Background: an optimization exercise with open tools, aiming at small area. Do not read the settings as production practice. Function was checked by simulation only, so behaviour that the tests miss may differ from the original. Power and IR drop assume default switching activity.

===== flow/design.v =====
module bcd_to_7seg(
    input  [3:0] bcd,
    output reg [6:0] seg    
);
    always @(*) begin
        case(bcd)
            4'd0: seg = 7'b0000001;
            4'd1: seg = 7'b1001111;
            4'd2: seg = 7'b0010010;
            4'd3: seg = 7'b0000110;
            4'd4: seg = 7'b1001100;
            4'd5: seg = 7'b0100100;
            4'd6: seg = 7'b0100000;
            4'd7: seg = 7'b0001111;
            4'd8: seg = 7'b0000000;
            4'd9: seg = 7'b0000100;
            default: seg = 7'b1111111;
        endcase
    end
endmodule
module data_generator (
    input  wire       i_clk,     
    input  wire       i_rst,     
    input  wire       i_en,                
    output reg  [9:0] o_count    
);
    always @(posedge i_clk) begin
        if (i_rst) begin
            o_count <= 10'd0;
        end else if (i_en) begin
            if (o_count == 10'd1023)
                o_count <= 10'd0;
            else
                o_count <= o_count + 10'd1;
        end
    end
endmodule
module transmitter (
    input  wire        i_clk,        
    input  wire        i_rst,        
    input  wire        i_tx_ena_n,    
    input  wire [9:0]  i_data,       
    output reg         o_serial,     
    output reg         o_tx_done     
);
    reg [9:0] shift_reg;
    reg [3:0] bit_cnt;
    reg       busy;  
    always @(posedge i_clk) begin
        if (i_rst) begin
            shift_reg <= 10'd0;
            bit_cnt   <= 4'd0;
            o_serial  <= 1'b0;
            o_tx_done <= 1'b0;
            busy      <= 1'b0;  
        end else begin
            o_tx_done <= 1'b0; 
            if (!busy && !i_tx_ena_n) begin      
                shift_reg <= i_data;
                bit_cnt   <= 4'd0;
                busy      <= 1'b1;
            end else if (busy) begin                 
                o_serial  <= shift_reg[0];       
                shift_reg <= shift_reg >> 1;
                bit_cnt   <= bit_cnt + 1'b1;
                if (bit_cnt == 4'd9) begin
                    busy      <= 1'b0;
                    o_tx_done <= 1'b1;           
                end
            end
        end
    end
endmodule
module receiver (
    input  wire i_clk,       
    input  wire i_rst,       
    input  wire i_serial,    
    input  wire [8:0] i_pattern,   
    output reg  o_hit         
);
    reg [8:0] shift_reg;     
    always @(posedge i_clk) begin
        if (i_rst) begin
            shift_reg <= 9'd0;
            o_hit     <= 1'b0;
        end else begin
            shift_reg <= {i_serial, shift_reg[8:1]};
            if (shift_reg == i_pattern)
                o_hit <= 1'b1;
            else
                o_hit <= 1'b0;
        end
    end
endmodule
module one_sec_timer(
    input  wire i_clk,
    input  wire i_rst,
    output reg  o_sec_pulse
);
    reg [13:0] clk_cnt;
    always @(posedge i_clk) begin
        if (i_rst) begin
            clk_cnt <= 14'd0;
            o_sec_pulse <= 1'b0;
        end else begin
            if (clk_cnt == 14'd9999) begin   
                clk_cnt <= 14'd0;
                o_sec_pulse <= 1'b1;         
            end else begin
                clk_cnt <= clk_cnt + 14'd1;
                o_sec_pulse <= 1'b0;
            end
        end
    end
endmodule 
module hit_counter(
    input  wire       i_clk,
    input  wire       i_rst,
    input  wire       i_hit,
    input  wire       i_sec_pulse,
    output reg [13:0] o_hit_count  
);
    always @(posedge i_clk) begin
        if (i_rst) begin
            o_hit_count <= 14'd0;
        end else if (i_sec_pulse) begin
            o_hit_count <= 14'd0;  
        end else if (i_hit) begin      
            o_hit_count <= o_hit_count + 14'd1;
        end
    end
endmodule
module top_happy_birthday #(
    parameter integer NumDig = 4
)(
    input  wire                   i_clk,
    input  wire                   i_rst,
    input  wire                   i_tx_ena_n,
    input  wire  [8:0]            i_pattern,
    output wire  [NumDig*7-1 : 0]  o_hit_count,
    output wire                   o_hit_count_valid
);
    wire [9:0]  count_data;
    wire        serial_wire;
    wire        tx_done;
    wire        hit_pulse;
    wire        sec_pulse;
    wire [13:0] hit_count_raw;
    reg  [13:0] hit_count_latched;
    data_generator hb_counter (
        .i_clk   (i_clk),
        .i_rst   (i_rst),
        .i_en    (tx_done),
        .o_count (count_data)
    );
    transmitter hb_tx (
        .i_clk      (i_clk),
        .i_rst      (i_rst),
        .i_tx_ena_n (i_tx_ena_n),
        .i_data     (count_data),
        .o_serial   (serial_wire),
        .o_tx_done  (tx_done)
    );
    receiver hb_rx (
        .i_clk    (i_clk),
        .i_rst    (i_rst),
        .i_serial (serial_wire),
        .i_pattern(i_pattern),
        .o_hit    (hit_pulse)
    );
    one_sec_timer hb_timer (
        .i_clk       (i_clk),
        .i_rst       (i_rst),
        .o_sec_pulse (sec_pulse)
    );
    hit_counter hb_hit_counter (
        .i_clk       (i_clk),
        .i_rst       (i_rst),
        .i_hit       (hit_pulse),
        .i_sec_pulse (sec_pulse),
        .o_hit_count (hit_count_raw)
    );
    always @(posedge i_clk) begin
        if (i_rst)
            hit_count_latched <= 14'd0;
        else if (sec_pulse)
            hit_count_latched <= hit_count_raw;
    end
    reg [3:0] d0, d1, d2, d3;
    integer temp;
    always @(*) begin
        temp = hit_count_latched;
        d0 = temp % 10; temp = temp / 10;
        d1 = temp % 10; temp = temp / 10;
        d2 = temp % 10; temp = temp / 10;
        d3 = temp % 10;
    end
    wire [6:0] seg0, seg1, seg2, seg3;
    bcd_to_7seg u0 (.bcd(d0), .seg(seg0));
    bcd_to_7seg u1 (.bcd(d1), .seg(seg1));
    bcd_to_7seg u2 (.bcd(d2), .seg(seg2));
    bcd_to_7seg u3 (.bcd(d3), .seg(seg3));
    assign o_hit_count = {seg3, seg2, seg1, seg0};
    assign o_hit_count_valid = sec_pulse;
endmodule

===== flow/run.sh =====
#!/bin/bash
# synth_recipe.tcl (not shown) runs the flow's synth.tcl, then flattens the netlist and writes it again
# the make line also repeats each setting of config.mk as NAME=value (left out here)
make -C /OpenROAD-flow-scripts/flow DESIGN_CONFIG=/design/flow/config.mk WORK_HOME=/design/flow/orfs CLKGATE_MAP_FILE= SYNTH_SCRIPT=/design/flow/synth_recipe.tcl finish

===== flow/config.mk =====
export PLATFORM = sky130hd
export DESIGN_NAME = top_happy_birthday
export DESIGN_NICKNAME = top_happy_birthday
export VERILOG_FILES = /design/flow/design.v
export SDC_FILE = /design/flow/constraint.sdc
export NUM_CORES = 4
export LEC_CHECK = 0
export CAP_MARGIN = 20
export CORE_MARGIN = 2
export CORE_UTILIZATION = 40
export SLEW_MARGIN = 20

===== flow/constraint.sdc =====
create_clock -name core_clock -period 13.0 [get_ports {i_clk}]
set_input_delay 2.6000 -clock core_clock [delete_from_list [all_inputs] [get_ports {i_clk}]]
set_output_delay 2.6000 -clock core_clock [all_outputs]
set_load 0.01 [all_outputs]

==> out/metrics.yaml <==
synthDistinctLibCells: 119
grt_max_degree: 51
clk_pin_slew_ns: 0.05
worstPathMaxFanout: 16
n_antenna_cell: 0
final_antenna_net_count: 0
root_buffer: "clkbuf_16"
synth-seq-cells: 80
r2r_slack_ns: 11.28
setup_viol: 0
cap_violations: 0
power_frac_comb: 0.028
fin_worst_hold_slack_ns: 0.450
status: "finished clean"
whs_endpoint: "hb_timer.clk_cnt[0]$_SDFF_PP0_"
num_vias: 11568
min_period_over_period: 0.966
yosysSeqAreaShare: 0.148
yosys.area.top_type: "dfxtp_1"
setup_slack_ns: 0.447
hold_start: "hb_timer.clk_cnt[0]$_SDFF_PP0_"
yosys-top-cells-area: "dfxtp_1 15%, nor2_1 6.8%, ha_1 5.2%"
grt_pass1_vias: 10233
ios: 41
vias_per_cell: 6.17
cts_max_level: 3
seqPwrFrac: 0.509
design.die.area_um2: 28400
syn_avg_cell_area_um2: 7.20
syn_inst: 1502
io_buffers: 40
nets: 1588
critPathLaunchType: "flip-flop"
yosysWarnings: 7
wl_mm: 31.1
firstDrtPassIters: 7
clk_latency_ns: 0.33
ys_async_sr_fraction: 0
area.growth.synth_to_final_pct: 14.0
path_delay_family: "compound AO/OA/AOI/OAI gates"
synth_common_cells: "195 x nor2_1, 121 x nand2_1, 106 x a21oi_1, 80 x dfxtp_1, 77 x o21ai_0"
hold_depth: 1
cp_slowest_cell: "clkdlybuf4s50_1"
grt_usage: 0.208
grt_pass1_wl_mm: 50.7
finalMaxSlewViolations: 0
p_int_mw: 0.392
worst_pin_slew_ns: 0.922
fp-row-count: 60
finalHoldViolations: 0
cts_tree: "built"
drtIter0Drc: 1179
peakVddDrop_mv: 0.0708
cellPowerDensity_nw_per_um2: 39.8
synth_area_um2: 10800
reg2reg_to: "hb_hit_counter.o_hit_count[13]$_SDFFE_PP0P_"
clock_path_buffers: 2
die_h_um: 168
worstPathArrival_ns: 9.95
synth-edff-count: 0
wl_per_cell_um: 16.6
clock-sinks: 80
synth_nets: 1559
max_stage_delay_ns: 0.55
reg2regPathDepth: 8
overflow: 0
endpoint_kind: "primary output"
core-area_um2: 26700
max_freq_ghz: 0.0797
min_path_type: "reg2reg"
start_util: 0.405
die_x_um: 168
netSwitchingPower_mw: 0.0981
synth_most_common_cell: "nor2_1"
leakagePower_nw: 4.67
place_ws_ns: -0.183
cts_buffers: 9
cp.required_ns: 10.40
fin_crit_ns: 12.55
top_regs: "hb_hit_counter.o_hit_count x14, hb_timer.clk_cnt x14, hit_count_latched x14"
antenna_found_initial: 0
dp_hpwl_mm: 22.8
finClkSkew_ns: 0.00309
cp_num_buf_inv: 6
routabilityCongestion: 0.938
slew_headroom: 0.384
power_switching_share: 0.200
drive_above_1_share: 0.145
synth_flop_cell: "dfxtp_1"
route.detailed.drc: 0
path_class: "reg2out"
clockPowerShare: 0.463
yosysTopAreaCellShare: 0.148
r2r-start: "hb_hit_counter.o_hit_count[3]$_SDFFE_PP0P_"
final_core_util: 0.461
## routing by layer
metal | vias to the layer above | wire, um | global-route usage
met5 | - | 0 | 0
met4 | 0 | 811 | 0.0637
met3 | 65 | 1570 | 0.0192
met2 | 406 | 14700 | 0.355
met1 | 5389 | 14000 | 0.278
li1 | 5708 | - | -
## timing repair
action,in CTS,in global routing
resized for setup,14,64
setup endpoints to repair,21,27
setup buffers,2,22
hold buffers,0,0
pin swaps,2,12
## how the worst max path moves through the flow
| stage | from | to | slack (ns) | cells after the start |
|---|---|---|---|---|
| final | hit_count_latched[11]$_SDFFE_PP0P_ | o_hit_count[21] | 0.45 | 39 |
| after global placement | hit_count_latched[11]$_SDFFE_PP0P_ | o_hit_count[26] | 0.04 | 45 |
| after global routing | hit_count_latched[11]$_SDFFE_PP0P_ | o_hit_count[22] | -0.04 | 42 |
| after floorplan | hit_count_latched[11]$_SDFFE_PP0P_ | o_hit_count[23] | 1.03 | 49 |
| after CTS | hit_count_latched[11]$_SDFFE_PP0P_ | o_hit_count[9] | 0.003 | 37 |
| after detailed placement | hit_count_latched[11]$_SDFFE_PP0P_ | o_hit_count[25] | -0.18 | 45 |
## power groups by stage
| stage | Clock [mW] | Combinational [mW] | Sequential, mW |
|---|---|---|---|
| 2_1_floorplan | 0 | 0.0104 | 0.253 |
| 3_5_place_dp | 0 | 0.0141 | 0.255 |
| 3_3_place_gp | 0 | 0.0140 | 0.255 |
| 4_1_cts | 0.236 | 0.0141 | 0.249 |
| 5_1_grt | 0.244 | 0.0154 | 0.250 |
| 6_report | 0.227 | 0.0138 | 0.249 |
## final cells by class
class,instances,area [um2]
timing repair buffer,115,968
clock buffer,15,268
sequential,80,1600
fill,2705,14400
inverter,49,190
multi-input combinational,1276,8880
tap,341,427
## logic make-up after synthesis
family / count (synthesis) / synth area share
AND/OR/NAND/NOR: 604 / 0.280
AO/OA/AOI/OAI: 482 / 0.325
multiplexers: 64 / 0.0616
buffers and inverters: 146 / 0.0637
adder cells (fa/ha/maj): 52 / 0.0586
XOR/XNOR: 74 / 0.0637
flip-flops: 80 / 0.148
## metrics by stage
stage          TNS, ns  power [mW]  instances  area (um2)
2_1_floorplan        0       0.263       1502       10800
3_3_place_gp         0       0.269       1837       11500
3_5_place_dp    -0.868       0.269       1837       11500
4_1_cts              0       0.499       1854       11900
5_1_grt        -0.0954       0.509       1876       12300
6_report             0       0.490       1876       12300
## cell usage in the layout (no fill, tap or decap), drive strengths merged, types with 14 or more instances in the layout
cell type,n
a211oi,26
a21o,17
a21oi,110
a31oi,30
and2,20
and3,15
buf,76
clkbuf,15
clkdlybuf4s50,38
dfxtp,80
ha,45
inv,46
mux2i,56
nand2,123
nand2b,20
nand3,44
nand4,23
nor2,196
nor2b,21
nor3,52
nor4,26
o211ai,18
o21ai,83
o31ai,14
or2,14
or3,24
xnor2,49
xor2,25

## afterwards: timing with drivers on the ports
How much do the figures lean on ideal ports? The routed layout below was timed once more, with nothing changed but the port constraints. Step 1: set_driving_cell puts a clkbuf_16 on i_clk and a buf_2 on each other input, an assumption about the parent block. Step 2 times the ports against the registers' clock, not the clock port: input delays grow and output delays shrink by t, the midpoint of the rising clock arrivals with the driver on. Three values: no drivers, after step 1, after step 2; two values: the first two.
t, ns: 0.360
setup slack, ns: 0.447 / 0.416 / 0.776
clock arrival spread, ns: 0.004 / 0.004
worst register clock-pin slew, ns: 0.05 / 0.05
After both steps setup and hold are still met in this run. The setup slack of this run moves by -0.031 ns with the drivers and by +0.329 ns with both steps.
